Background: an optimization exercise with open tools, aiming at small area, a short achievable clock period and few clock cycles per item. Do not read the settings as production practice. Function not checked in this run: the RTL went through the layout flow alone.

==> flow/design.v <==
module mac_s1(input [23:0] ae, input [23:0] be, input [15:0] W, input [15:0] P, output [66:0] x);
wire p0 = ((ae[0] & W[0])) ^ ae[2];
wire p1 = ((ae[0] & W[1]) | (ae[1] & W[0])) ^ ae[2];
wire p2 = ((ae[0] & W[2]) | (ae[1] & W[1])) ^ ae[2];
wire p3 = ((ae[0] & W[3]) | (ae[1] & W[2])) ^ ae[2];
wire p4 = ((ae[0] & W[4]) | (ae[1] & W[3])) ^ ae[2];
wire p5 = ((ae[0] & W[5]) | (ae[1] & W[4])) ^ ae[2];
wire p6 = ((ae[0] & W[6]) | (ae[1] & W[5])) ^ ae[2];
wire p7 = ((ae[0] & W[7]) | (ae[1] & W[6])) ^ ae[2];
wire p8 = ((ae[0] & W[8]) | (ae[1] & W[7])) ^ ae[2];
wire p9 = ((ae[0] & W[9]) | (ae[1] & W[8])) ^ ae[2];
wire p10 = ((ae[0] & W[10]) | (ae[1] & W[9])) ^ ae[2];
wire p11 = ((ae[0] & W[11]) | (ae[1] & W[10])) ^ ae[2];
wire p12 = ((ae[0] & W[12]) | (ae[1] & W[11])) ^ ae[2];
wire p13 = ((ae[0] & W[13]) | (ae[1] & W[12])) ^ ae[2];
wire p14 = ((ae[0] & W[14]) | (ae[1] & W[13])) ^ ae[2];
wire p15 = ((ae[0] & W[15]) | (ae[1] & W[14])) ^ ae[2];
wire p16 = ~(((ae[0] & W[15]) | (ae[1] & W[15])) ^ ae[2]);
wire p17 = ((ae[3] & W[0])) ^ ae[5];
wire p18 = ((ae[3] & W[1]) | (ae[4] & W[0])) ^ ae[5];
wire p19 = ((ae[3] & W[2]) | (ae[4] & W[1])) ^ ae[5];
wire p20 = ((ae[3] & W[3]) | (ae[4] & W[2])) ^ ae[5];
wire p21 = ((ae[3] & W[4]) | (ae[4] & W[3])) ^ ae[5];
wire p22 = ((ae[3] & W[5]) | (ae[4] & W[4])) ^ ae[5];
wire p23 = ((ae[3] & W[6]) | (ae[4] & W[5])) ^ ae[5];
wire p24 = ((ae[3] & W[7]) | (ae[4] & W[6])) ^ ae[5];
wire p25 = ((ae[3] & W[8]) | (ae[4] & W[7])) ^ ae[5];
wire p26 = ((ae[3] & W[9]) | (ae[4] & W[8])) ^ ae[5];
wire p27 = ((ae[3] & W[10]) | (ae[4] & W[9])) ^ ae[5];
wire p28 = ((ae[3] & W[11]) | (ae[4] & W[10])) ^ ae[5];
wire p29 = ((ae[3] & W[12]) | (ae[4] & W[11])) ^ ae[5];
wire p30 = ((ae[3] & W[13]) | (ae[4] & W[12])) ^ ae[5];
wire p31 = ((ae[3] & W[14]) | (ae[4] & W[13])) ^ ae[5];
wire p32 = ((ae[3] & W[15]) | (ae[4] & W[14])) ^ ae[5];
wire p33 = ~(((ae[3] & W[15]) | (ae[4] & W[15])) ^ ae[5]);
wire p34 = ((ae[6] & W[0])) ^ ae[8];
wire p35 = ((ae[6] & W[1]) | (ae[7] & W[0])) ^ ae[8];
wire p36 = ((ae[6] & W[2]) | (ae[7] & W[1])) ^ ae[8];
wire p37 = ((ae[6] & W[3]) | (ae[7] & W[2])) ^ ae[8];
wire p38 = ((ae[6] & W[4]) | (ae[7] & W[3])) ^ ae[8];
wire p39 = ((ae[6] & W[5]) | (ae[7] & W[4])) ^ ae[8];
wire p40 = ((ae[6] & W[6]) | (ae[7] & W[5])) ^ ae[8];
wire p41 = ((ae[6] & W[7]) | (ae[7] & W[6])) ^ ae[8];
wire p42 = ((ae[6] & W[8]) | (ae[7] & W[7])) ^ ae[8];
wire p43 = ((ae[6] & W[9]) | (ae[7] & W[8])) ^ ae[8];
wire p44 = ((ae[6] & W[10]) | (ae[7] & W[9])) ^ ae[8];
wire p45 = ((ae[6] & W[11]) | (ae[7] & W[10])) ^ ae[8];
wire p46 = ((ae[6] & W[12]) | (ae[7] & W[11])) ^ ae[8];
wire p47 = ((ae[6] & W[13]) | (ae[7] & W[12])) ^ ae[8];
wire p48 = ((ae[6] & W[14]) | (ae[7] & W[13])) ^ ae[8];
wire p49 = ((ae[6] & W[15]) | (ae[7] & W[14])) ^ ae[8];
wire p50 = ~(((ae[6] & W[15]) | (ae[7] & W[15])) ^ ae[8]);
wire p51 = ((ae[9] & W[0])) ^ ae[11];
wire p52 = ((ae[9] & W[1]) | (ae[10] & W[0])) ^ ae[11];
wire p53 = ((ae[9] & W[2]) | (ae[10] & W[1])) ^ ae[11];
wire p54 = ((ae[9] & W[3]) | (ae[10] & W[2])) ^ ae[11];
wire p55 = ((ae[9] & W[4]) | (ae[10] & W[3])) ^ ae[11];
wire p56 = ((ae[9] & W[5]) | (ae[10] & W[4])) ^ ae[11];
wire p57 = ((ae[9] & W[6]) | (ae[10] & W[5])) ^ ae[11];
wire p58 = ((ae[9] & W[7]) | (ae[10] & W[6])) ^ ae[11];
wire p59 = ((ae[9] & W[8]) | (ae[10] & W[7])) ^ ae[11];
wire p60 = ((ae[9] & W[9]) | (ae[10] & W[8])) ^ ae[11];
wire p61 = ((ae[9] & W[10]) | (ae[10] & W[9])) ^ ae[11];
wire p62 = ((ae[9] & W[11]) | (ae[10] & W[10])) ^ ae[11];
wire p63 = ((ae[9] & W[12]) | (ae[10] & W[11])) ^ ae[11];
wire p64 = ((ae[9] & W[13]) | (ae[10] & W[12])) ^ ae[11];
wire p65 = ((ae[9] & W[14]) | (ae[10] & W[13])) ^ ae[11];
wire p66 = ((ae[9] & W[15]) | (ae[10] & W[14])) ^ ae[11];
wire p67 = ~(((ae[9] & W[15]) | (ae[10] & W[15])) ^ ae[11]);
wire p68 = ((ae[12] & W[0])) ^ ae[14];
wire p69 = ((ae[12] & W[1]) | (ae[13] & W[0])) ^ ae[14];
wire p70 = ((ae[12] & W[2]) | (ae[13] & W[1])) ^ ae[14];
wire p71 = ((ae[12] & W[3]) | (ae[13] & W[2])) ^ ae[14];
wire p72 = ((ae[12] & W[4]) | (ae[13] & W[3])) ^ ae[14];
wire p73 = ((ae[12] & W[5]) | (ae[13] & W[4])) ^ ae[14];
wire p74 = ((ae[12] & W[6]) | (ae[13] & W[5])) ^ ae[14];
wire p75 = ((ae[12] & W[7]) | (ae[13] & W[6])) ^ ae[14];
wire p76 = ((ae[12] & W[8]) | (ae[13] & W[7])) ^ ae[14];
wire p77 = ((ae[12] & W[9]) | (ae[13] & W[8])) ^ ae[14];
wire p78 = ((ae[12] & W[10]) | (ae[13] & W[9])) ^ ae[14];
wire p79 = ((ae[12] & W[11]) | (ae[13] & W[10])) ^ ae[14];
wire p80 = ((ae[12] & W[12]) | (ae[13] & W[11])) ^ ae[14];
wire p81 = ((ae[12] & W[13]) | (ae[13] & W[12])) ^ ae[14];
wire p82 = ((ae[12] & W[14]) | (ae[13] & W[13])) ^ ae[14];
wire p83 = ((ae[12] & W[15]) | (ae[13] & W[14])) ^ ae[14];
wire p84 = ((ae[15] & W[0])) ^ ae[17];
wire p85 = ((ae[15] & W[1]) | (ae[16] & W[0])) ^ ae[17];
wire p86 = ((ae[15] & W[2]) | (ae[16] & W[1])) ^ ae[17];
wire p87 = ((ae[15] & W[3]) | (ae[16] & W[2])) ^ ae[17];
wire p88 = ((ae[15] & W[4]) | (ae[16] & W[3])) ^ ae[17];
wire p89 = ((ae[15] & W[5]) | (ae[16] & W[4])) ^ ae[17];
wire p90 = ((ae[15] & W[6]) | (ae[16] & W[5])) ^ ae[17];
wire p91 = ((ae[15] & W[7]) | (ae[16] & W[6])) ^ ae[17];
wire p92 = ((ae[15] & W[8]) | (ae[16] & W[7])) ^ ae[17];
wire p93 = ((ae[15] & W[9]) | (ae[16] & W[8])) ^ ae[17];
wire p94 = ((ae[15] & W[10]) | (ae[16] & W[9])) ^ ae[17];
wire p95 = ((ae[15] & W[11]) | (ae[16] & W[10])) ^ ae[17];
wire p96 = ((ae[15] & W[12]) | (ae[16] & W[11])) ^ ae[17];
wire p97 = ((ae[15] & W[13]) | (ae[16] & W[12])) ^ ae[17];
wire p98 = ((ae[18] & W[0])) ^ ae[20];
wire p99 = ((ae[18] & W[1]) | (ae[19] & W[0])) ^ ae[20];
wire p100 = ((ae[18] & W[2]) | (ae[19] & W[1])) ^ ae[20];
wire p101 = ((ae[18] & W[3]) | (ae[19] & W[2])) ^ ae[20];
wire p102 = ((ae[18] & W[4]) | (ae[19] & W[3])) ^ ae[20];
wire p103 = ((ae[18] & W[5]) | (ae[19] & W[4])) ^ ae[20];
wire p104 = ((ae[18] & W[6]) | (ae[19] & W[5])) ^ ae[20];
wire p105 = ((ae[18] & W[7]) | (ae[19] & W[6])) ^ ae[20];
wire p106 = ((ae[18] & W[8]) | (ae[19] & W[7])) ^ ae[20];
wire p107 = ((ae[18] & W[9]) | (ae[19] & W[8])) ^ ae[20];
wire p108 = ((ae[18] & W[10]) | (ae[19] & W[9])) ^ ae[20];
wire p109 = ((ae[18] & W[11]) | (ae[19] & W[10])) ^ ae[20];
wire p110 = ((ae[21] & W[0])) ^ ae[23];
wire p111 = ((ae[21] & W[1]) | (ae[22] & W[0])) ^ ae[23];
wire p112 = ((ae[21] & W[2]) | (ae[22] & W[1])) ^ ae[23];
wire p113 = ((ae[21] & W[3]) | (ae[22] & W[2])) ^ ae[23];
wire p114 = ((ae[21] & W[4]) | (ae[22] & W[3])) ^ ae[23];
wire p115 = ((ae[21] & W[5]) | (ae[22] & W[4])) ^ ae[23];
wire p116 = ((ae[21] & W[6]) | (ae[22] & W[5])) ^ ae[23];
wire p117 = ((ae[21] & W[7]) | (ae[22] & W[6])) ^ ae[23];
wire p118 = ((ae[21] & W[8]) | (ae[22] & W[7])) ^ ae[23];
wire p119 = ((ae[21] & W[9]) | (ae[22] & W[8])) ^ ae[23];
wire p120 = ((be[0] & P[0])) ^ be[2];
wire p121 = ((be[0] & P[1]) | (be[1] & P[0])) ^ be[2];
wire p122 = ((be[0] & P[2]) | (be[1] & P[1])) ^ be[2];
wire p123 = ((be[0] & P[3]) | (be[1] & P[2])) ^ be[2];
wire p124 = ((be[0] & P[4]) | (be[1] & P[3])) ^ be[2];
wire p125 = ((be[0] & P[5]) | (be[1] & P[4])) ^ be[2];
wire p126 = ((be[0] & P[6]) | (be[1] & P[5])) ^ be[2];
wire p127 = ((be[0] & P[7]) | (be[1] & P[6])) ^ be[2];
wire p128 = ((be[0] & P[8]) | (be[1] & P[7])) ^ be[2];
wire p129 = ((be[0] & P[9]) | (be[1] & P[8])) ^ be[2];
wire p130 = ((be[0] & P[10]) | (be[1] & P[9])) ^ be[2];
wire p131 = ((be[0] & P[11]) | (be[1] & P[10])) ^ be[2];
wire p132 = ((be[0] & P[12]) | (be[1] & P[11])) ^ be[2];
wire p133 = ((be[0] & P[13]) | (be[1] & P[12])) ^ be[2];
wire p134 = ((be[0] & P[14]) | (be[1] & P[13])) ^ be[2];
wire p135 = ((be[0] & P[15]) | (be[1] & P[14])) ^ be[2];
wire p136 = ~(((be[0] & P[15]) | (be[1] & P[15])) ^ be[2]);
wire p137 = ((be[3] & P[0])) ^ be[5];
wire p138 = ((be[3] & P[1]) | (be[4] & P[0])) ^ be[5];
wire p139 = ((be[3] & P[2]) | (be[4] & P[1])) ^ be[5];
wire p140 = ((be[3] & P[3]) | (be[4] & P[2])) ^ be[5];
wire p141 = ((be[3] & P[4]) | (be[4] & P[3])) ^ be[5];
wire p142 = ((be[3] & P[5]) | (be[4] & P[4])) ^ be[5];
wire p143 = ((be[3] & P[6]) | (be[4] & P[5])) ^ be[5];
wire p144 = ((be[3] & P[7]) | (be[4] & P[6])) ^ be[5];
wire p145 = ((be[3] & P[8]) | (be[4] & P[7])) ^ be[5];
wire p146 = ((be[3] & P[9]) | (be[4] & P[8])) ^ be[5];
wire p147 = ((be[3] & P[10]) | (be[4] & P[9])) ^ be[5];
wire p148 = ((be[3] & P[11]) | (be[4] & P[10])) ^ be[5];
wire p149 = ((be[3] & P[12]) | (be[4] & P[11])) ^ be[5];
wire p150 = ((be[3] & P[13]) | (be[4] & P[12])) ^ be[5];
wire p151 = ((be[3] & P[14]) | (be[4] & P[13])) ^ be[5];
wire p152 = ((be[3] & P[15]) | (be[4] & P[14])) ^ be[5];
wire p153 = ~(((be[3] & P[15]) | (be[4] & P[15])) ^ be[5]);
wire p154 = ((be[6] & P[0])) ^ be[8];
wire p155 = ((be[6] & P[1]) | (be[7] & P[0])) ^ be[8];
wire p156 = ((be[6] & P[2]) | (be[7] & P[1])) ^ be[8];
wire p157 = ((be[6] & P[3]) | (be[7] & P[2])) ^ be[8];
wire p158 = ((be[6] & P[4]) | (be[7] & P[3])) ^ be[8];
wire p159 = ((be[6] & P[5]) | (be[7] & P[4])) ^ be[8];
wire p160 = ((be[6] & P[6]) | (be[7] & P[5])) ^ be[8];
wire p161 = ((be[6] & P[7]) | (be[7] & P[6])) ^ be[8];
wire p162 = ((be[6] & P[8]) | (be[7] & P[7])) ^ be[8];
wire p163 = ((be[6] & P[9]) | (be[7] & P[8])) ^ be[8];
wire p164 = ((be[6] & P[10]) | (be[7] & P[9])) ^ be[8];
wire p165 = ((be[6] & P[11]) | (be[7] & P[10])) ^ be[8];
wire p166 = ((be[6] & P[12]) | (be[7] & P[11])) ^ be[8];
wire p167 = ((be[6] & P[13]) | (be[7] & P[12])) ^ be[8];
wire p168 = ((be[6] & P[14]) | (be[7] & P[13])) ^ be[8];
wire p169 = ((be[6] & P[15]) | (be[7] & P[14])) ^ be[8];
wire p170 = ~(((be[6] & P[15]) | (be[7] & P[15])) ^ be[8]);
wire p171 = ((be[9] & P[0])) ^ be[11];
wire p172 = ((be[9] & P[1]) | (be[10] & P[0])) ^ be[11];
wire p173 = ((be[9] & P[2]) | (be[10] & P[1])) ^ be[11];
wire p174 = ((be[9] & P[3]) | (be[10] & P[2])) ^ be[11];
wire p175 = ((be[9] & P[4]) | (be[10] & P[3])) ^ be[11];
wire p176 = ((be[9] & P[5]) | (be[10] & P[4])) ^ be[11];
wire p177 = ((be[9] & P[6]) | (be[10] & P[5])) ^ be[11];
wire p178 = ((be[9] & P[7]) | (be[10] & P[6])) ^ be[11];
wire p179 = ((be[9] & P[8]) | (be[10] & P[7])) ^ be[11];
wire p180 = ((be[9] & P[9]) | (be[10] & P[8])) ^ be[11];
wire p181 = ((be[9] & P[10]) | (be[10] & P[9])) ^ be[11];
wire p182 = ((be[9] & P[11]) | (be[10] & P[10])) ^ be[11];
wire p183 = ((be[9] & P[12]) | (be[10] & P[11])) ^ be[11];
wire p184 = ((be[9] & P[13]) | (be[10] & P[12])) ^ be[11];
wire p185 = ((be[9] & P[14]) | (be[10] & P[13])) ^ be[11];
wire p186 = ((be[9] & P[15]) | (be[10] & P[14])) ^ be[11];
wire p187 = ~(((be[9] & P[15]) | (be[10] & P[15])) ^ be[11]);
wire p188 = ((be[12] & P[0])) ^ be[14];
wire p189 = ((be[12] & P[1]) | (be[13] & P[0])) ^ be[14];
wire p190 = ((be[12] & P[2]) | (be[13] & P[1])) ^ be[14];
wire p191 = ((be[12] & P[3]) | (be[13] & P[2])) ^ be[14];
wire p192 = ((be[12] & P[4]) | (be[13] & P[3])) ^ be[14];
wire p193 = ((be[12] & P[5]) | (be[13] & P[4])) ^ be[14];
wire p194 = ((be[12] & P[6]) | (be[13] & P[5])) ^ be[14];
wire p195 = ((be[12] & P[7]) | (be[13] & P[6])) ^ be[14];
wire p196 = ((be[12] & P[8]) | (be[13] & P[7])) ^ be[14];
wire p197 = ((be[12] & P[9]) | (be[13] & P[8])) ^ be[14];
wire p198 = ((be[12] & P[10]) | (be[13] & P[9])) ^ be[14];
wire p199 = ((be[12] & P[11]) | (be[13] & P[10])) ^ be[14];
wire p200 = ((be[12] & P[12]) | (be[13] & P[11])) ^ be[14];
wire p201 = ((be[12] & P[13]) | (be[13] & P[12])) ^ be[14];
wire p202 = ((be[12] & P[14]) | (be[13] & P[13])) ^ be[14];
wire p203 = ((be[12] & P[15]) | (be[13] & P[14])) ^ be[14];
wire p204 = ((be[15] & P[0])) ^ be[17];
wire p205 = ((be[15] & P[1]) | (be[16] & P[0])) ^ be[17];
wire p206 = ((be[15] & P[2]) | (be[16] & P[1])) ^ be[17];
wire p207 = ((be[15] & P[3]) | (be[16] & P[2])) ^ be[17];
wire p208 = ((be[15] & P[4]) | (be[16] & P[3])) ^ be[17];
wire p209 = ((be[15] & P[5]) | (be[16] & P[4])) ^ be[17];
wire p210 = ((be[15] & P[6]) | (be[16] & P[5])) ^ be[17];
wire p211 = ((be[15] & P[7]) | (be[16] & P[6])) ^ be[17];
wire p212 = ((be[15] & P[8]) | (be[16] & P[7])) ^ be[17];
wire p213 = ((be[15] & P[9]) | (be[16] & P[8])) ^ be[17];
wire p214 = ((be[15] & P[10]) | (be[16] & P[9])) ^ be[17];
wire p215 = ((be[15] & P[11]) | (be[16] & P[10])) ^ be[17];
wire p216 = ((be[15] & P[12]) | (be[16] & P[11])) ^ be[17];
wire p217 = ((be[15] & P[13]) | (be[16] & P[12])) ^ be[17];
wire p218 = ((be[18] & P[0])) ^ be[20];
wire p219 = ((be[18] & P[1]) | (be[19] & P[0])) ^ be[20];
wire p220 = ((be[18] & P[2]) | (be[19] & P[1])) ^ be[20];
wire p221 = ((be[18] & P[3]) | (be[19] & P[2])) ^ be[20];
wire p222 = ((be[18] & P[4]) | (be[19] & P[3])) ^ be[20];
wire p223 = ((be[18] & P[5]) | (be[19] & P[4])) ^ be[20];
wire p224 = ((be[18] & P[6]) | (be[19] & P[5])) ^ be[20];
wire p225 = ((be[18] & P[7]) | (be[19] & P[6])) ^ be[20];
wire p226 = ((be[18] & P[8]) | (be[19] & P[7])) ^ be[20];
wire p227 = ((be[18] & P[9]) | (be[19] & P[8])) ^ be[20];
wire p228 = ((be[18] & P[10]) | (be[19] & P[9])) ^ be[20];
wire p229 = ((be[18] & P[11]) | (be[19] & P[10])) ^ be[20];
wire p230 = ((be[21] & P[0])) ^ be[23];
wire p231 = ((be[21] & P[1]) | (be[22] & P[0])) ^ be[23];
wire p232 = ((be[21] & P[2]) | (be[22] & P[1])) ^ be[23];
wire p233 = ((be[21] & P[3]) | (be[22] & P[2])) ^ be[23];
wire p234 = ((be[21] & P[4]) | (be[22] & P[3])) ^ be[23];
wire p235 = ((be[21] & P[5]) | (be[22] & P[4])) ^ be[23];
wire p236 = ((be[21] & P[6]) | (be[22] & P[5])) ^ be[23];
wire p237 = ((be[21] & P[7]) | (be[22] & P[6])) ^ be[23];
wire p238 = ((be[21] & P[8]) | (be[22] & P[7])) ^ be[23];
wire p239 = ((be[21] & P[9]) | (be[22] & P[8])) ^ be[23];
wire p240 = p10 ^ p25;
wire p241 = p10 & p25;
wire p242 = p12 ^ p27 ^ p42;
wire p243 = (p12 & p27) | (p12 & p42) | (p27 & p42);
wire p244 = p57 ^ p72;
wire p245 = p57 & p72;
wire p246 = p13 ^ p28 ^ p43;
wire p247 = (p13 & p28) | (p13 & p43) | (p28 & p43);
wire p248 = p58 ^ p73;
wire p249 = p58 & p73;
wire p250 = p14 ^ p29 ^ p44;
wire p251 = (p14 & p29) | (p14 & p44) | (p29 & p44);
wire p252 = p59 ^ p74 ^ p88;
wire p253 = (p59 & p74) | (p59 & p88) | (p74 & p88);
wire p254 = p100 ^ p110 ^ ae[23];
wire p255 = (p100 & p110) | (p100 & ae[23]) | (p110 & ae[23]);
wire p256 = p134 ^ p149;
wire p257 = p134 & p149;
wire p258 = p15 ^ p30 ^ p45;
wire p259 = (p15 & p30) | (p15 & p45) | (p30 & p45);
wire p260 = p60 ^ p75 ^ p89;
wire p261 = (p60 & p75) | (p60 & p89) | (p75 & p89);
wire p262 = p101 ^ p111 ^ p135;
wire p263 = (p101 & p111) | (p101 & p135) | (p111 & p135);
wire p264 = p150 ^ p165;
wire p265 = p150 & p165;
wire p266 = p16 ^ p31 ^ p46;
wire p267 = (p16 & p31) | (p16 & p46) | (p31 & p46);
wire p268 = p61 ^ p76 ^ p90;
wire p269 = (p61 & p76) | (p61 & p90) | (p76 & p90);
wire p270 = p102 ^ p112 ^ p136;
wire p271 = (p102 & p112) | (p102 & p136) | (p112 & p136);
wire p272 = p151 ^ p166;
wire p273 = p151 & p166;
wire p274 = p32 ^ p47 ^ p62;
wire p275 = (p32 & p47) | (p32 & p62) | (p47 & p62);
wire p276 = p77 ^ p91 ^ p103;
wire p277 = (p77 & p91) | (p77 & p103) | (p91 & p103);
wire p278 = p113 ^ p152 ^ p167;
wire p279 = (p113 & p152) | (p113 & p167) | (p152 & p167);
wire p280 = p33 ^ p48 ^ p63;
wire p281 = (p33 & p48) | (p33 & p63) | (p48 & p63);
wire p282 = p78 ^ p92 ^ p104;
wire p283 = (p78 & p92) | (p78 & p104) | (p92 & p104);
wire p284 = p114 ^ p153;
wire p285 = p114 & p153;
wire p286 = p49 ^ p64 ^ p79;
wire p287 = (p49 & p64) | (p49 & p79) | (p64 & p79);
wire p288 = p50 ^ p65;
wire p289 = p50 & p65;
wire p290 = p6 ^ p21;
wire p291 = p6 & p21;
wire p292 = p8 ^ p23 ^ p38;
wire p293 = (p8 & p23) | (p8 & p38) | (p23 & p38);
wire p294 = p53 ^ p68;
wire p295 = p53 & p68;
wire p296 = p9 ^ p24 ^ p39;
wire p297 = (p9 & p24) | (p9 & p39) | (p24 & p39);
wire p298 = p54 ^ p69;
wire p299 = p54 & p69;
wire p300 = p240 ^ p40 ^ p55;
wire p301 = (p240 & p40) | (p240 & p55) | (p40 & p55);
wire p302 = p70 ^ p84 ^ ae[17];
wire p303 = (p70 & p84) | (p70 & ae[17]) | (p84 & ae[17]);
wire p304 = p130 ^ p145 ^ p160;
wire p305 = (p130 & p145) | (p130 & p160) | (p145 & p160);
wire p306 = p241 ^ p11 ^ p26;
wire p307 = (p241 & p11) | (p241 & p26) | (p11 & p26);
wire p308 = p41 ^ p56 ^ p71;
wire p309 = (p41 & p56) | (p41 & p71) | (p56 & p71);
wire p310 = p85 ^ p131 ^ p146;
wire p311 = (p85 & p131) | (p85 & p146) | (p131 & p146);
wire p312 = p161 ^ p176;
wire p313 = p161 & p176;
wire p314 = p242 ^ p244 ^ p86;
wire p315 = (p242 & p244) | (p242 & p86) | (p244 & p86);
wire p316 = p98 ^ ae[20] ^ p132;
wire p317 = (p98 & ae[20]) | (p98 & p132) | (ae[20] & p132);
wire p318 = p147 ^ p162 ^ p177;
wire p319 = (p147 & p162) | (p147 & p177) | (p162 & p177);
wire p320 = p192 ^ p206 ^ p218;
wire p321 = (p192 & p206) | (p192 & p218) | (p206 & p218);
wire p322 = p243 ^ p245 ^ p246;
wire p323 = (p243 & p245) | (p243 & p246) | (p245 & p246);
wire p324 = p248 ^ p87 ^ p99;
wire p325 = (p248 & p87) | (p248 & p99) | (p87 & p99);
wire p326 = p133 ^ p148 ^ p163;
wire p327 = (p133 & p148) | (p133 & p163) | (p148 & p163);
wire p328 = p178 ^ p193 ^ p207;
wire p329 = (p178 & p193) | (p178 & p207) | (p193 & p207);
wire p330 = p247 ^ p249 ^ p250;
wire p331 = (p247 & p249) | (p247 & p250) | (p249 & p250);
wire p332 = p252 ^ p254 ^ p256;
wire p333 = (p252 & p254) | (p252 & p256) | (p254 & p256);
wire p334 = p164 ^ p179 ^ p194;
wire p335 = (p164 & p179) | (p164 & p194) | (p179 & p194);
wire p336 = p208 ^ p220 ^ p230;
wire p337 = (p208 & p220) | (p208 & p230) | (p220 & p230);
wire p338 = p251 ^ p253 ^ p255;
wire p339 = (p251 & p253) | (p251 & p255) | (p253 & p255);
wire p340 = p257 ^ p258 ^ p260;
wire p341 = (p257 & p258) | (p257 & p260) | (p258 & p260);
wire p342 = p262 ^ p264 ^ p180;
wire p343 = (p262 & p264) | (p262 & p180) | (p264 & p180);
wire p344 = p195 ^ p209 ^ p221;
wire p345 = (p195 & p209) | (p195 & p221) | (p209 & p221);
wire p346 = p259 ^ p261 ^ p263;
wire p347 = (p259 & p261) | (p259 & p263) | (p261 & p263);
wire p348 = p265 ^ p266 ^ p268;
wire p349 = (p265 & p266) | (p265 & p268) | (p266 & p268);
wire p350 = p270 ^ p272 ^ p181;
wire p351 = (p270 & p272) | (p270 & p181) | (p272 & p181);
wire p352 = p196 ^ p210 ^ p222;
wire p353 = (p196 & p210) | (p196 & p222) | (p210 & p222);
wire p354 = p267 ^ p269 ^ p271;
wire p355 = (p267 & p269) | (p267 & p271) | (p269 & p271);
wire p356 = p273 ^ p274 ^ p276;
wire p357 = (p273 & p274) | (p273 & p276) | (p274 & p276);
wire p358 = p278 ^ p182 ^ p197;
wire p359 = (p278 & p182) | (p278 & p197) | (p182 & p197);
wire p360 = p211 ^ p223 ^ p233;
wire p361 = (p211 & p223) | (p211 & p233) | (p223 & p233);
wire p362 = p275 ^ p277 ^ p279;
wire p363 = (p275 & p277) | (p275 & p279) | (p277 & p279);
wire p364 = p280 ^ p282 ^ p284;
wire p365 = (p280 & p282) | (p280 & p284) | (p282 & p284);
wire p366 = p168 ^ p183 ^ p198;
wire p367 = (p168 & p183) | (p168 & p198) | (p183 & p198);
wire p368 = p212 ^ p224 ^ p234;
wire p369 = (p212 & p224) | (p212 & p234) | (p224 & p234);
wire p370 = p281 ^ p283 ^ p285;
wire p371 = (p281 & p283) | (p281 & p285) | (p283 & p285);
wire p372 = p286 ^ p93 ^ p105;
wire p373 = (p286 & p93) | (p286 & p105) | (p93 & p105);
wire p374 = p115 ^ p169 ^ p184;
wire p375 = (p115 & p169) | (p115 & p184) | (p169 & p184);
wire p376 = p199 ^ p213 ^ p225;
wire p377 = (p199 & p213) | (p199 & p225) | (p213 & p225);
wire p378 = p287 ^ p288 ^ p80;
wire p379 = (p287 & p288) | (p287 & p80) | (p288 & p80);
wire p380 = p94 ^ p106 ^ p116;
wire p381 = (p94 & p106) | (p94 & p116) | (p106 & p116);
wire p382 = p170 ^ p185 ^ p200;
wire p383 = (p170 & p185) | (p170 & p200) | (p185 & p200);
wire p384 = p214 ^ p226 ^ p236;
wire p385 = (p214 & p226) | (p214 & p236) | (p226 & p236);
wire p386 = p289 ^ p66 ^ p81;
wire p387 = (p289 & p66) | (p289 & p81) | (p66 & p81);
wire p388 = p95 ^ p107 ^ p117;
wire p389 = (p95 & p107) | (p95 & p117) | (p107 & p117);
wire p390 = p186 ^ p201 ^ p215;
wire p391 = (p186 & p201) | (p186 & p215) | (p201 & p215);
wire p392 = p67 ^ p82 ^ p96;
wire p393 = (p67 & p82) | (p67 & p96) | (p82 & p96);
wire p394 = p108 ^ p118 ^ p187;
wire p395 = (p108 & p118) | (p108 & p187) | (p118 & p187);
wire p396 = p202 ^ p216;
wire p397 = p202 & p216;
wire p398 = p83 ^ p97 ^ p109;
wire p399 = (p83 & p97) | (p83 & p109) | (p97 & p109);
wire p400 = p4 ^ p19 ^ p34;
wire p401 = (p4 & p19) | (p4 & p34) | (p19 & p34);
wire p402 = p5 ^ p20;
wire p403 = p5 & p20;
wire p404 = p290 ^ p36 ^ p51;
wire p405 = (p290 & p36) | (p290 & p51) | (p36 & p51);
wire p406 = ae[11] ^ p126 ^ p141;
wire p407 = (ae[11] & p126) | (ae[11] & p141) | (p126 & p141);
wire p408 = p291 ^ p7 ^ p22;
wire p409 = (p291 & p7) | (p291 & p22) | (p7 & p22);
wire p410 = p37 ^ p52 ^ p127;
wire p411 = (p37 & p52) | (p37 & p127) | (p52 & p127);
wire p412 = p142 ^ p157;
wire p413 = p142 & p157;
wire p414 = p292 ^ p294 ^ ae[14];
wire p415 = (p292 & p294) | (p292 & ae[14]) | (p294 & ae[14]);
wire p416 = p128 ^ p143 ^ p158;
wire p417 = (p128 & p143) | (p128 & p158) | (p143 & p158);
wire p418 = p173 ^ p188 ^ be[14];
wire p419 = (p173 & p188) | (p173 & be[14]) | (p188 & be[14]);
wire p420 = p293 ^ p295 ^ p296;
wire p421 = (p293 & p295) | (p293 & p296) | (p295 & p296);
wire p422 = p298 ^ p129 ^ p144;
wire p423 = (p298 & p129) | (p298 & p144) | (p129 & p144);
wire p424 = p159 ^ p174 ^ p189;
wire p425 = (p159 & p174) | (p159 & p189) | (p174 & p189);
wire p426 = p297 ^ p299 ^ p300;
wire p427 = (p297 & p299) | (p297 & p300) | (p299 & p300);
wire p428 = p302 ^ p304 ^ p175;
wire p429 = (p302 & p304) | (p302 & p175) | (p304 & p175);
wire p430 = p190 ^ p204 ^ be[17];
wire p431 = (p190 & p204) | (p190 & be[17]) | (p204 & be[17]);
wire p432 = p301 ^ p303 ^ p305;
wire p433 = (p301 & p303) | (p301 & p305) | (p303 & p305);
wire p434 = p306 ^ p308 ^ p310;
wire p435 = (p306 & p308) | (p306 & p310) | (p308 & p310);
wire p436 = p312 ^ p191 ^ p205;
wire p437 = (p312 & p191) | (p312 & p205) | (p191 & p205);
wire p438 = p307 ^ p309 ^ p311;
wire p439 = (p307 & p309) | (p307 & p311) | (p309 & p311);
wire p440 = p313 ^ p314 ^ p316;
wire p441 = (p313 & p314) | (p313 & p316) | (p314 & p316);
wire p442 = p318 ^ p320 ^ be[20];
wire p443 = (p318 & p320) | (p318 & be[20]) | (p320 & be[20]);
wire p444 = p315 ^ p317 ^ p319;
wire p445 = (p315 & p317) | (p315 & p319) | (p317 & p319);
wire p446 = p321 ^ p322 ^ p324;
wire p447 = (p321 & p322) | (p321 & p324) | (p322 & p324);
wire p448 = p326 ^ p328 ^ p219;
wire p449 = (p326 & p328) | (p326 & p219) | (p328 & p219);
wire p450 = p323 ^ p325 ^ p327;
wire p451 = (p323 & p325) | (p323 & p327) | (p325 & p327);
wire p452 = p329 ^ p330 ^ p332;
wire p453 = (p329 & p330) | (p329 & p332) | (p330 & p332);
wire p454 = p334 ^ p336 ^ be[23];
wire p455 = (p334 & p336) | (p334 & be[23]) | (p336 & be[23]);
wire p456 = p331 ^ p333 ^ p335;
wire p457 = (p331 & p333) | (p331 & p335) | (p333 & p335);
wire p458 = p337 ^ p338 ^ p340;
wire p459 = (p337 & p338) | (p337 & p340) | (p338 & p340);
wire p460 = p342 ^ p344 ^ p231;
wire p461 = (p342 & p344) | (p342 & p231) | (p344 & p231);
wire p462 = p339 ^ p341 ^ p343;
wire p463 = (p339 & p341) | (p339 & p343) | (p341 & p343);
wire p464 = p345 ^ p346 ^ p348;
wire p465 = (p345 & p346) | (p345 & p348) | (p346 & p348);
wire p466 = p350 ^ p352 ^ p232;
wire p467 = (p350 & p352) | (p350 & p232) | (p352 & p232);
wire p468 = p347 ^ p349 ^ p351;
wire p469 = (p347 & p349) | (p347 & p351) | (p349 & p351);
wire p470 = p353 ^ p354 ^ p356;
wire p471 = (p353 & p354) | (p353 & p356) | (p354 & p356);
wire p472 = p358 ^ p360 ^ 1'b1;
wire p473 = (p358 & p360) | (p358 & 1'b1) | (p360 & 1'b1);
wire p474 = p355 ^ p357 ^ p359;
wire p475 = (p355 & p357) | (p355 & p359) | (p357 & p359);
wire p476 = p361 ^ p362 ^ p364;
wire p477 = (p361 & p362) | (p361 & p364) | (p362 & p364);
wire p478 = p366 ^ p368 ^ 1'b1;
wire p479 = (p366 & p368) | (p366 & 1'b1) | (p368 & 1'b1);
wire p480 = p363 ^ p365 ^ p367;
wire p481 = (p363 & p365) | (p363 & p367) | (p365 & p367);
wire p482 = p369 ^ p370 ^ p372;
wire p483 = (p369 & p370) | (p369 & p372) | (p370 & p372);
wire p484 = p374 ^ p376 ^ p235;
wire p485 = (p374 & p376) | (p374 & p235) | (p376 & p235);
wire p486 = p371 ^ p373 ^ p375;
wire p487 = (p371 & p373) | (p371 & p375) | (p373 & p375);
wire p488 = p377 ^ p378 ^ p380;
wire p489 = (p377 & p378) | (p377 & p380) | (p378 & p380);
wire p490 = p382 ^ p384 ^ 1'b1;
wire p491 = (p382 & p384) | (p382 & 1'b1) | (p384 & 1'b1);
wire p492 = p379 ^ p381 ^ p383;
wire p493 = (p379 & p381) | (p379 & p383) | (p381 & p383);
wire p494 = p385 ^ p386 ^ p388;
wire p495 = (p385 & p386) | (p385 & p388) | (p386 & p388);
wire p496 = p390 ^ p227 ^ p237;
wire p497 = (p390 & p227) | (p390 & p237) | (p227 & p237);
wire p498 = p387 ^ p389 ^ p391;
wire p499 = (p387 & p389) | (p387 & p391) | (p389 & p391);
wire p500 = p392 ^ p394 ^ p396;
wire p501 = (p392 & p394) | (p392 & p396) | (p394 & p396);
wire p502 = p228 ^ p238 ^ 1'b1;
wire p503 = (p228 & p238) | (p228 & 1'b1) | (p238 & 1'b1);
wire p504 = p393 ^ p395 ^ p397;
wire p505 = (p393 & p395) | (p393 & p397) | (p395 & p397);
wire p506 = p398 ^ p119 ^ p203;
wire p507 = (p398 & p119) | (p398 & p203) | (p119 & p203);
wire p508 = p217 ^ p229 ^ p239;
wire p509 = (p217 & p229) | (p217 & p239) | (p229 & p239);
wire p510 = p2 ^ p17 ^ ae[5];
wire p511 = (p2 & p17) | (p2 & ae[5]) | (p17 & ae[5]);
wire p512 = p3 ^ p18;
wire p513 = p3 & p18;
wire p514 = p400 ^ ae[8] ^ p124;
wire p515 = (p400 & ae[8]) | (p400 & p124) | (ae[8] & p124);
wire p516 = p139 ^ p154;
wire p517 = p139 & p154;
wire p518 = p401 ^ p402 ^ p35;
wire p519 = (p401 & p402) | (p401 & p35) | (p402 & p35);
wire p520 = p125 ^ p140 ^ p155;
wire p521 = (p125 & p140) | (p125 & p155) | (p140 & p155);
wire p522 = p403 ^ p404 ^ p406;
wire p523 = (p403 & p404) | (p403 & p406) | (p404 & p406);
wire p524 = p156 ^ p171 ^ be[11];
wire p525 = (p156 & p171) | (p156 & be[11]) | (p171 & be[11]);
wire p526 = p405 ^ p407 ^ p408;
wire p527 = (p405 & p407) | (p405 & p408) | (p407 & p408);
wire p528 = p410 ^ p412 ^ p172;
wire p529 = (p410 & p412) | (p410 & p172) | (p412 & p172);
wire p530 = p409 ^ p411 ^ p413;
wire p531 = (p409 & p411) | (p409 & p413) | (p411 & p413);
wire p532 = p414 ^ p416 ^ p418;
wire p533 = (p414 & p416) | (p414 & p418) | (p416 & p418);
wire p534 = p415 ^ p417 ^ p419;
wire p535 = (p415 & p417) | (p415 & p419) | (p417 & p419);
wire p536 = p420 ^ p422 ^ p424;
wire p537 = (p420 & p422) | (p420 & p424) | (p422 & p424);
wire p538 = p421 ^ p423 ^ p425;
wire p539 = (p421 & p423) | (p421 & p425) | (p423 & p425);
wire p540 = p426 ^ p428 ^ p430;
wire p541 = (p426 & p428) | (p426 & p430) | (p428 & p430);
wire p542 = p427 ^ p429 ^ p431;
wire p543 = (p427 & p429) | (p427 & p431) | (p429 & p431);
wire p544 = p432 ^ p434 ^ p436;
wire p545 = (p432 & p434) | (p432 & p436) | (p434 & p436);
wire p546 = p433 ^ p435 ^ p437;
wire p547 = (p433 & p435) | (p433 & p437) | (p435 & p437);
wire p548 = p438 ^ p440 ^ p442;
wire p549 = (p438 & p440) | (p438 & p442) | (p440 & p442);
wire p550 = p439 ^ p441 ^ p443;
wire p551 = (p439 & p441) | (p439 & p443) | (p441 & p443);
wire p552 = p444 ^ p446 ^ p448;
wire p553 = (p444 & p446) | (p444 & p448) | (p446 & p448);
wire p554 = p445 ^ p447 ^ p449;
wire p555 = (p445 & p447) | (p445 & p449) | (p447 & p449);
wire p556 = p450 ^ p452 ^ p454;
wire p557 = (p450 & p452) | (p450 & p454) | (p452 & p454);
wire p558 = p451 ^ p453 ^ p455;
wire p559 = (p451 & p453) | (p451 & p455) | (p453 & p455);
wire p560 = p456 ^ p458 ^ p460;
wire p561 = (p456 & p458) | (p456 & p460) | (p458 & p460);
wire p562 = p457 ^ p459 ^ p461;
wire p563 = (p457 & p459) | (p457 & p461) | (p459 & p461);
wire p564 = p462 ^ p464 ^ p466;
wire p565 = (p462 & p464) | (p462 & p466) | (p464 & p466);
wire p566 = p463 ^ p465 ^ p467;
wire p567 = (p463 & p465) | (p463 & p467) | (p465 & p467);
wire p568 = p468 ^ p470 ^ p472;
wire p569 = (p468 & p470) | (p468 & p472) | (p470 & p472);
wire p570 = p469 ^ p471 ^ p473;
wire p571 = (p469 & p471) | (p469 & p473) | (p471 & p473);
wire p572 = p474 ^ p476 ^ p478;
wire p573 = (p474 & p476) | (p474 & p478) | (p476 & p478);
wire p574 = p475 ^ p477 ^ p479;
wire p575 = (p475 & p477) | (p475 & p479) | (p477 & p479);
wire p576 = p480 ^ p482 ^ p484;
wire p577 = (p480 & p482) | (p480 & p484) | (p482 & p484);
wire p578 = p481 ^ p483 ^ p485;
wire p579 = (p481 & p483) | (p481 & p485) | (p483 & p485);
wire p580 = p486 ^ p488 ^ p490;
wire p581 = (p486 & p488) | (p486 & p490) | (p488 & p490);
wire p582 = p487 ^ p489 ^ p491;
wire p583 = (p487 & p489) | (p487 & p491) | (p489 & p491);
wire p584 = p492 ^ p494 ^ p496;
wire p585 = (p492 & p494) | (p492 & p496) | (p494 & p496);
wire p586 = p493 ^ p495 ^ p497;
wire p587 = (p493 & p495) | (p493 & p497) | (p495 & p497);
wire p588 = p498 ^ p500 ^ p502;
wire p589 = (p498 & p500) | (p498 & p502) | (p500 & p502);
wire p590 = p499 ^ p501 ^ p503;
wire p591 = (p499 & p501) | (p499 & p503) | (p501 & p503);
wire p592 = p504 ^ p506 ^ p508;
wire p593 = (p504 & p506) | (p504 & p508) | (p506 & p508);
wire p594 = p0 ^ ae[2];
wire p595 = p0 & ae[2];
wire p596 = p510 ^ p122;
wire p597 = p510 & p122;
wire p598 = p511 ^ p512 ^ p123;
wire p599 = (p511 & p512) | (p511 & p123) | (p512 & p123);
wire p600 = p513 ^ p514 ^ p516;
wire p601 = (p513 & p514) | (p513 & p516) | (p514 & p516);
wire p602 = p515 ^ p517 ^ p518;
wire p603 = (p515 & p517) | (p515 & p518) | (p517 & p518);
wire p604 = p519 ^ p521 ^ p522;
wire p605 = (p519 & p521) | (p519 & p522) | (p521 & p522);
wire p606 = p523 ^ p525 ^ p526;
wire p607 = (p523 & p525) | (p523 & p526) | (p525 & p526);
wire p608 = p594 ^ p120;
wire p609 = p594 & p120;
wire p610 = p595 ^ p1 ^ p121;
wire p611 = (p595 & p1) | (p595 & p121) | (p1 & p121);
wire p612 = p596 ^ p137 ^ be[5];
wire p613 = (p596 & p137) | (p596 & be[5]) | (p137 & be[5]);
wire p614 = p597 ^ p598 ^ p138;
wire p615 = (p597 & p598) | (p597 & p138) | (p598 & p138);
wire p616 = p599 ^ p600 ^ be[8];
wire p617 = (p599 & p600) | (p599 & be[8]) | (p600 & be[8]);
wire p618 = p601 ^ p602 ^ p520;
wire p619 = (p601 & p602) | (p601 & p520) | (p602 & p520);
wire p620 = p603 ^ p604 ^ p524;
wire p621 = (p603 & p604) | (p603 & p524) | (p604 & p524);
wire p622 = p605 ^ p606 ^ p528;
wire p623 = (p605 & p606) | (p605 & p528) | (p606 & p528);
wire [8:0] lo_sum = {1'b0, p621, p619, p617, p615, p613, p611, p609, p608} + {1'b0, p622, p620, p618, p616, p614, p612, p610, be[2]};
assign x = {p592, p590, p589, p587, p588, p586, p585, p583, p584, p582, p581, p579, p580, p578, p577, p575, p576, p574, p573, p571, p572, p570, p569, p567, p568, p566, p565, p563, p564, p562, p561, p559, p560, p558, p557, p555, p556, p554, p553, p551, p552, p550, p549, p547, p548, p546, p545, p543, p544, p542, p541, p539, p540, p538, p537, p535, p536, p534, p533, p531, lo_sum[8], p623, p607, p532, p530, p529, p527};
endmodule
module mac_s2(input [66:0] x, output [15:0] y);
wire q0 = x[0] ^ x[1] ^ x[2];
wire q1 = (x[0] & x[1]) | (x[0] & x[2]) | (x[1] & x[2]);
wire q2 = x[7] ^ x[8];
wire q3 = x[7] & x[8];
wire q4 = x[11] ^ x[12];
wire q5 = x[11] & x[12];
wire q6 = x[15] ^ x[16];
wire q7 = x[15] & x[16];
wire q8 = x[19] ^ x[20];
wire q9 = x[19] & x[20];
wire q10 = x[23] ^ x[24];
wire q11 = x[23] & x[24];
wire q12 = x[27] ^ x[28];
wire q13 = x[27] & x[28];
wire q14 = x[31] ^ x[32];
wire q15 = x[31] & x[32];
wire q16 = x[35] ^ x[36];
wire q17 = x[35] & x[36];
wire q18 = x[39] ^ x[40];
wire q19 = x[39] & x[40];
wire q20 = x[43] ^ x[44];
wire q21 = x[43] & x[44];
wire q22 = x[47] ^ x[48];
wire q23 = x[47] & x[48];
wire q24 = x[51] ^ x[52];
wire q25 = x[51] & x[52];
wire q26 = x[55] ^ x[56];
wire q27 = x[55] & x[56];
wire q28 = x[59] ^ x[60];
wire q29 = x[59] & x[60];
wire q30 = x[63] ^ x[64];
wire q31 = x[63] & x[64];
wire q32 = q0 ^ x[3];
wire q33 = q0 & x[3];
wire q34 = q1 ^ q2 ^ x[9];
wire q35 = (q1 & q2) | (q1 & x[9]) | (q2 & x[9]);
wire q36 = q3 ^ q4 ^ x[13];
wire q37 = (q3 & q4) | (q3 & x[13]) | (q4 & x[13]);
wire q38 = q5 ^ q6 ^ x[17];
wire q39 = (q5 & q6) | (q5 & x[17]) | (q6 & x[17]);
wire q40 = q7 ^ q8 ^ x[21];
wire q41 = (q7 & q8) | (q7 & x[21]) | (q8 & x[21]);
wire q42 = q9 ^ q10 ^ x[25];
wire q43 = (q9 & q10) | (q9 & x[25]) | (q10 & x[25]);
wire q44 = q11 ^ q12 ^ x[29];
wire q45 = (q11 & q12) | (q11 & x[29]) | (q12 & x[29]);
wire q46 = q13 ^ q14 ^ x[33];
wire q47 = (q13 & q14) | (q13 & x[33]) | (q14 & x[33]);
wire q48 = q15 ^ q16 ^ x[37];
wire q49 = (q15 & q16) | (q15 & x[37]) | (q16 & x[37]);
wire q50 = q17 ^ q18 ^ x[41];
wire q51 = (q17 & q18) | (q17 & x[41]) | (q18 & x[41]);
wire q52 = q19 ^ q20 ^ x[45];
wire q53 = (q19 & q20) | (q19 & x[45]) | (q20 & x[45]);
wire q54 = q21 ^ q22 ^ x[49];
wire q55 = (q21 & q22) | (q21 & x[49]) | (q22 & x[49]);
wire q56 = q23 ^ q24 ^ x[53];
wire q57 = (q23 & q24) | (q23 & x[53]) | (q24 & x[53]);
wire q58 = q25 ^ q26 ^ x[57];
wire q59 = (q25 & q26) | (q25 & x[57]) | (q26 & x[57]);
wire q60 = q27 ^ q28 ^ x[61];
wire q61 = (q27 & q28) | (q27 & x[61]) | (q28 & x[61]);
wire q62 = q29 ^ q30 ^ x[65];
wire q63 = (q29 & q30) | (q29 & x[65]) | (q30 & x[65]);
wire q64 = q32 ^ x[4];
wire q65 = q32 & x[4];
wire q66 = q33 ^ q34 ^ x[10];
wire q67 = (q33 & q34) | (q33 & x[10]) | (q34 & x[10]);
wire q68 = q35 ^ q36 ^ x[14];
wire q69 = (q35 & q36) | (q35 & x[14]) | (q36 & x[14]);
wire q70 = q37 ^ q38 ^ x[18];
wire q71 = (q37 & q38) | (q37 & x[18]) | (q38 & x[18]);
wire q72 = q39 ^ q40 ^ x[22];
wire q73 = (q39 & q40) | (q39 & x[22]) | (q40 & x[22]);
wire q74 = q41 ^ q42 ^ x[26];
wire q75 = (q41 & q42) | (q41 & x[26]) | (q42 & x[26]);
wire q76 = q43 ^ q44 ^ x[30];
wire q77 = (q43 & q44) | (q43 & x[30]) | (q44 & x[30]);
wire q78 = q45 ^ q46 ^ x[34];
wire q79 = (q45 & q46) | (q45 & x[34]) | (q46 & x[34]);
wire q80 = q47 ^ q48 ^ x[38];
wire q81 = (q47 & q48) | (q47 & x[38]) | (q48 & x[38]);
wire q82 = q49 ^ q50 ^ x[42];
wire q83 = (q49 & q50) | (q49 & x[42]) | (q50 & x[42]);
wire q84 = q51 ^ q52 ^ x[46];
wire q85 = (q51 & q52) | (q51 & x[46]) | (q52 & x[46]);
wire q86 = q53 ^ q54 ^ x[50];
wire q87 = (q53 & q54) | (q53 & x[50]) | (q54 & x[50]);
wire q88 = q55 ^ q56 ^ x[54];
wire q89 = (q55 & q56) | (q55 & x[54]) | (q56 & x[54]);
wire q90 = q57 ^ q58 ^ x[58];
wire q91 = (q57 & q58) | (q57 & x[58]) | (q58 & x[58]);
wire q92 = q59 ^ q60 ^ x[62];
wire q93 = (q59 & q60) | (q59 & x[62]) | (q60 & x[62]);
wire q94 = q61 ^ q62 ^ x[66];
wire q95 = (q61 & q62) | (q61 & x[66]) | (q62 & x[66]);
assign y = {q93, q91, q89, q87, q85, q83, q81, q79, q77, q75, q73, q71, q69, q67, q65, q64} + {q94, q92, q90, q88, q86, q84, q82, q80, q78, q76, q74, q72, q70, q68, q66, x[5]} + x[6];
endmodule
`timescale 1ns/1ps
module phase_ctrl(
                  input             clk,
                  input             resetn,
                  input             i2c_wr,
                  input  [15:0]     i2c_wdata,
                  input  [3:0]      i2c_addr,
                  input             fifo_empty,
                  input  [17:0]     fifo_rdata,
                  output            fifo_rden,
                  output reg [17:0] fifo_wdata,
                  output            fifo_wren,
                  input             fifo_almost_full
                 );
localparam NX = 67;
wire [23:0] enc_a, enc_b;
genvar k;
generate
    for (k = 0; k < 8; k = k + 1) begin : benc
        wire hi  = i2c_wdata[2*k+1];
        wire mid = i2c_wdata[2*k];
        wire lo  = (k == 0) ? 1'b0 : i2c_wdata[(k == 0) ? 0 : 2*k-1];
        wire one = mid ^ lo;
        wire two = (hi & ~mid & ~lo) | (~hi & mid & lo);
        assign enc_a[3*k+2:3*k] = {hi, two, one};
        assign enc_b[3*k+2:3*k] = {~hi, two, one};
    end
endgenerate
reg [23:0] ae;   
reg [23:0] be;   
always @(posedge clk or negedge resetn) begin
    if (!resetn) begin
        ae <= 24'h001000;
        be <= 24'h925924;
    end else if (i2c_wr) begin
        if (i2c_addr == 4'd0) ae <= enc_a;
        if (i2c_addr == 4'd1) be <= enc_b;
    end
end
reg [8:0] sr;
reg       wv;            
reg [2:0] credit;        
reg       hv;            
wire mid = |sr[4:0];
wire can_wr = |credit;
wire adv = ~wv | can_wr;
wire idle = ~wv & ~|sr;
assign fifo_rden = adv & (mid | ~fifo_empty);
assign fifo_wren = wv & can_wr;
always @(posedge clk or negedge resetn) begin
    if (!resetn) begin
        sr <= 9'd0;
        wv <= 1'b0;
        hv <= 1'b0;
    end else if (adv) begin
        sr <= {sr[7:0], ~mid & ~fifo_empty};
        wv <= |sr[8:3];
        if (sr[6]) hv <= 1'b1;
    end
end
always @(posedge clk or negedge resetn) begin
    if (!resetn)
        credit <= 3'd0;
    else
        credit <= (fifo_almost_full ? (idle ? 3'd0 : credit) : 3'd6) - {2'b00, fifo_wren};
end
reg  [15:0]   W;
reg  [15:0]   H0, H1, H2, H3, H4;
reg  [NX-1:0] X;
reg  [15:0]   Y, D;
wire [NX-1:0] x_n;
wire [15:0]   y_n;
wire        rot = sr[1] | sr[2] | sr[3] | sr[5] | sr[6];
wire [15:0] P = H0 & {16{hv}};
mac_s1 s1(.ae(ae), .be(be), .W(W), .P(P), .x(x_n));
mac_s2 s2(.x(X), .y(y_n));
always @(posedge clk) begin
    if (adv) begin
        W <= fifo_rdata[15:0];
        X <= x_n;
        Y <= y_n;
        D <= Y;
        if (rot) begin
            H0 <= H1;
            H1 <= H2;
            H2 <= H3;
            H3 <= H4;
            H4 <= W;
        end
        if (sr[3])
            fifo_wdata <= {2'b01, fifo_rdata[15:0]};
        else if (sr[4] | sr[5] | sr[6])
            fifo_wdata <= {2'b00, D};
        else if (sr[7])
            fifo_wdata <= {2'b00, Y};
        else
            fifo_wdata <= {2'b10, Y};
    end
end
endmodule
==> flow/run.sh <==
#!/bin/bash
# synth_recipe.tcl (not shown) runs the flow's synth.tcl, then flattens the netlist and writes it again
# the make line also repeats each setting of config.mk as NAME=value (left out here)
make -C /OpenROAD-flow-scripts/flow DESIGN_CONFIG=/design/flow/config.mk WORK_HOME=/design/flow/orfs CLKGATE_MAP_FILE= SYNTH_SCRIPT=/design/flow/synth_recipe.tcl finish
==> flow/config.mk <==
export PLATFORM = sky130hd
export DESIGN_NAME = phase_ctrl
export DESIGN_NICKNAME = phase_ctrl
export VERILOG_FILES = /design/flow/design.v
export SDC_FILE = /design/flow/constraint.sdc
export NUM_CORES = 4
export LEC_CHECK = 0
export ABC_AREA = 1
export CAP_MARGIN = 20
export CORE_MARGIN = 2
export CORE_UTILIZATION = 40
export SETUP_SLACK_MARGIN = 4.4
export SLEW_MARGIN = 20
==> flow/constraint.sdc <==
create_clock -name core_clock -period 8.0 [get_ports {clk}]
set_input_delay 1.6000 -clock core_clock [delete_from_list [all_inputs] [get_ports {clk}]]
set_output_delay 1.6000 -clock core_clock [all_outputs]
set_load 0.01 [all_outputs]
==> impl_metrics.xml <==
<?xml version="1.0" encoding="UTF-8"?>
<metrics>
  <group name="placement">
    <metric name="gp_congestion" unit="">0.927</metric>
    <metric name="preCtsSetupSlack" unit="ns">3.51</metric>
    <metric name="detailed_place_hpwl" unit="um">41000</metric>
    <metric name="placement.io_buffers" unit="">60</metric>
  </group>
  <group name="finish">
    <metric name="num-fill-cells" unit="">4365</metric>
    <metric name="layout.cells.most_common_list" unit="">sky130_fd_sc_hd__xor2_1, sky130_fd_sc_hd__inv_1, sky130_fd_sc_hd__nand2_1</metric>
    <metric name="n_antenna_cell" unit="">0</metric>
    <metric name="flow.area_growth_from_synthesis" unit="%">19.4</metric>
    <metric name="final_core_utilization" unit="%">48.6</metric>
    <metric name="design.final.nets" unit="">2228</metric>
    <metric name="layout.cells.most_common" unit="">sky130_fd_sc_hd__xor2_1</metric>
    <metric name="ratio_of_cells_with_drive_above_1_in_the_final_layout" unit="%">18.3</metric>
  </group>
  <group name="critical_path">
    <metric name="start_kind" unit="">flop</metric>
    <metric name="critical_path.max_fanout" unit="">4</metric>
    <metric name="cp-end-kind" unit="">flop</metric>
    <metric name="cp_data_required_time" unit="ns">8.31</metric>
    <metric name="timing.critical_path.arrival" unit="ns">4.28</metric>
    <metric name="critical_path_class" unit="">flop to flop</metric>
  </group>
  <group name="worst_hold_path">
    <metric name="hold_path.class" unit="">flop to flop</metric>
  </group>
  <group name="global_routing">
    <metric name="grt_start_max_net_pins" unit="">81</metric>
    <metric name="global_route.overflow_total" unit="">0</metric>
    <metric name="initial_antenna_violation_count" unit="">0</metric>
    <metric name="total_global_routing_track_utilization" unit="%">23.2</metric>
    <metric name="first_global_vias" unit="">14400</metric>
    <metric name="first_pass_grt_wire_length" unit="um">87500</metric>
  </group>
  <group name="sta">
    <metric name="hold_violations" unit="">0</metric>
    <metric name="postLayoutSetupSlackWorst" unit="ns">4.03</metric>
    <metric name="fin_tns_setup" unit="ns">0</metric>
    <metric name="hold_slack" unit="ns">0.412</metric>
    <metric name="worstMarginPinSlew" unit="ns">0.973</metric>
    <metric name="setup-violations-final" unit="">0</metric>
    <metric name="max-slew-margin-rel" unit="%">35.1</metric>
    <metric name="top_achievable_clock_speed" unit="GHz">0.252</metric>
    <metric name="post-route-period-util" unit="%">49.7</metric>
    <metric name="rsz_0062_raised_after_global_routing" unit="">yes</metric>
    <metric name="finalClockSkew" unit="ns">0.0274</metric>
    <metric name="fin_crit" unit="ns">3.97</metric>
    <metric name="finalMaxSlewViolations" unit="">0</metric>
  </group>
  <group name="drt">
    <metric name="antenna_violating_nets_left" unit="">0</metric>
    <metric name="drt_iter0_markers" unit="">1213</metric>
    <metric name="routed-via-count" unit="">14000</metric>
    <metric name="drt-vias-per-instance" unit="">5.43</metric>
    <metric name="drt-total-wl" unit="um">57900</metric>
    <metric name="drc" unit="">0</metric>
    <metric name="post_drt_wl_per_cell" unit="um">22.5</metric>
    <metric name="first_pass_iters" unit="">7</metric>
  </group>
  <group name="clock_network">
    <metric name="cts.clk_slew.worst_paths" unit="ns">0.06</metric>
    <metric name="longest_clk_path_bufs" unit="">3</metric>
    <metric name="tritoncts.num_buffers" unit="">34</metric>
    <metric name="worstSkewPairLatency" unit="ns">0.56</metric>
    <metric name="ctsRootBufferMaster" unit="">sky130_fd_sc_hd__clkbuf_16</metric>
    <metric name="cts_num_sinks" unit="">275</metric>
    <metric name="htree_levels" unit="">2</metric>
    <metric name="post_cts_hold_buffer_count" unit="">0</metric>
    <metric name="tritoncts" unit="">built</metric>
  </group>
  <group name="synth">
    <metric name="number_of_enable_flip_flop_cells_after_synthesis" unit="">213</metric>
    <metric name="yosysWarningCount" unit="">1</metric>
    <metric name="share_of_synthesized_registers_carrying_an_async_set_or_reset" unit="%">22.5</metric>
    <metric name="average_cell_area_after_synthesis" unit="sq um">10.7</metric>
    <metric name="postSynthCellCount" unit="">1826</metric>
    <metric name="synth_nets" unit="">2116</metric>
    <metric name="seq_area_frac_synth" unit="%">40.8</metric>
    <metric name="postSynthRegisterBits" unit="">275</metric>
    <metric name="synth_flop_cell" unit="">sky130_fd_sc_hd__edfxtp_1</metric>
    <metric name="mappedNetlistArea" unit="sq um">19500</metric>
    <metric name="synth_cell_types" unit="">34</metric>
  </group>
  <group name="floorplanning">
    <metric name="top_level_ports" unit="">63</metric>
    <metric name="floorplan.initialDensity" unit="%">40.7</metric>
    <metric name="chipWidth" unit="um">225</metric>
    <metric name="core_area" unit="sq um">47900</metric>
    <metric name="chipHeight" unit="um">225</metric>
    <metric name="placementRows" unit="">80</metric>
    <metric name="design.die.area" unit="sq um">50500</metric>
  </group>
  <group name="run">
    <metric name="drv.max_cap_violation_count" unit="">0</metric>
  </group>
  <group name="status">
    <metric name="outcome" unit="">no timing/DRC/antenna violations</metric>
  </group>
</metrics>
-- layout make-up --
class                   count  area [sq um]  area share [%]
clock inverters            21           160           0.688
flip-flops and latches    275          7970            34.2
inverters                 286          1200            5.17
repair buffers            166          1580            6.79
multi-input cells        1175         10700            45.8
well taps                 615           769            3.31
clock buffers              41           943            4.05
-- synthesized netlist by cell type (28+ instances only) --
cell | count | area, sq um
sky130_fd_sc_hd__inv_1 | 269 | 1010
sky130_fd_sc_hd__xor2_1 | 234 | 2050
sky130_fd_sc_hd__nand2_1 | 220 | 826
sky130_fd_sc_hd__edfxtp_1 | 213 | 6400
sky130_fd_sc_hd__o22ai_1 | 208 | 1300
sky130_fd_sc_hd__fa_1 | 185 | 3700
sky130_fd_sc_hd__o21ai_0 | 79 | 395
sky130_fd_sc_hd__ha_1 | 62 | 776
sky130_fd_sc_hd__clkbuf_1 | 55 | 206
sky130_fd_sc_hd__dfrtp_1 | 52 | 1300
sky130_fd_sc_hd__nand3_1 | 44 | 220
sky130_fd_sc_hd__nor2_1 | 39 | 146
sky130_fd_sc_hd__a21oi_1 | 38 | 190
sky130_fd_sc_hd__buf_2 | 28 | 140
-- repair_timing --
action | CTS | global route
gates resized for setup | 145 | 75
setup endpoints to repair | 58 | 57
pin swaps | 70 | 50
cloned | 4 | 0
buffers inserted | 87 | 11
-- per-layer routing --
layer	global-route usage, %	vias to the layer above	wire (um)
li1	-	6316	-
met1	31.5	6965	25000
met2	36.2	600	25900
met3	5.90	126	5040
met4	7.73	0	1920
met5	0	-	0
-- sequential cells by signal (all words and copies together), names as in the netlist, 18 cells and up --
| signal | flops |
|---|---|
| X | 67 |
| ae | 24 |
| be | 24 |
| fifo_wdata | 18 |
-- worst paths after layout --
path,end,slack [ns],startpoint,cells past startpoint
worst max-delay path,X[6],4.03,W[4],13
max in group asynchronous,ae[14],6.07,resetn,2
min in group asynchronous,sr[4],1.24,resetn,2
worst max register to register,X[6],4.03,W[4],13
worst min-delay path,H1[12],0.41,H2[12],0
worst min register to register,H1[12],0.41,H2[12],0
-- per-stage QoR --
step,instances,cell area (sq um)
floorplan,1826,19600
finish,2579,23300
global placement,2414,20500
CTS,2567,22900
global route,2579,23300
detailed placement,2414,20500
-- critical path, stage by stage, from the launching register on --
cell and delay (ns):
sky130_fd_sc_hd__edfxtp_1 0.49, sky130_fd_sc_hd__inv_4 0.10, sky130_fd_sc_hd__o22ai_2 0.20, sky130_fd_sc_hd__xor2_1 0.21
sky130_fd_sc_hd__ha_2 0.33, sky130_fd_sc_hd__fa_2 0.35, sky130_fd_sc_hd__fa_1 0.51, sky130_fd_sc_hd__inv_1 0.06
sky130_fd_sc_hd__fa_1 0.50, sky130_fd_sc_hd__fa_1 0.52, sky130_fd_sc_hd__inv_2 0.05, sky130_fd_sc_hd__ha_4 0.22
sky130_fd_sc_hd__a21oi_2 0.13, sky130_fd_sc_hd__o21ai_1 0.07
-- logic make-up (layout without fill, tap and decap cells) --
| kind of cell | after synthesis | in the layout | share of synthesized area [%] |
|---|---|---|---|
| AO/OA/AOI/OAI | 349 | 349 | 10.5 |
| XOR/XNOR | 251 | 251 | 11.3 |
| adder cells (fa/ha/maj) | 247 | 247 | 23.0 |
| buffers and inverters | 378 | 514 | 7.53 |
| flip-flops | 275 | 275 | 40.8 |
| multiplexers | 1 | 1 | 0.0513 |
| AND/OR/NAND/NOR | 325 | 327 | 6.85 |

[separate check: timing with driven ports]
The results above use ideal ports. As a check the final layout listed here was re-extracted and re-timed, cells and wires unchanged.
Step 1: set_driving_cell puts a clkbuf_16 on clk and a buf_2 on each other input, an assumption about the parent block.
Step 2 also shifts input and output timing later by t, the mid clock arrival at the registers, as if the neighbouring blocks saw the same clock.
a / b / c = ideal / step 1 / step 2; a / b = the first two.
shift t [ns]: 0.605
slack for setup (ns): 4.026 / 4.026 / 4.026
worst register clock-pin slew, ns: 0.06 / 0.06
worst slew at a driven data input, ns: 0.04
After both steps this run still meets setup and hold. The setup slack of this run moves by 0.000 ns with the drivers and by 0.000 ns with both steps.
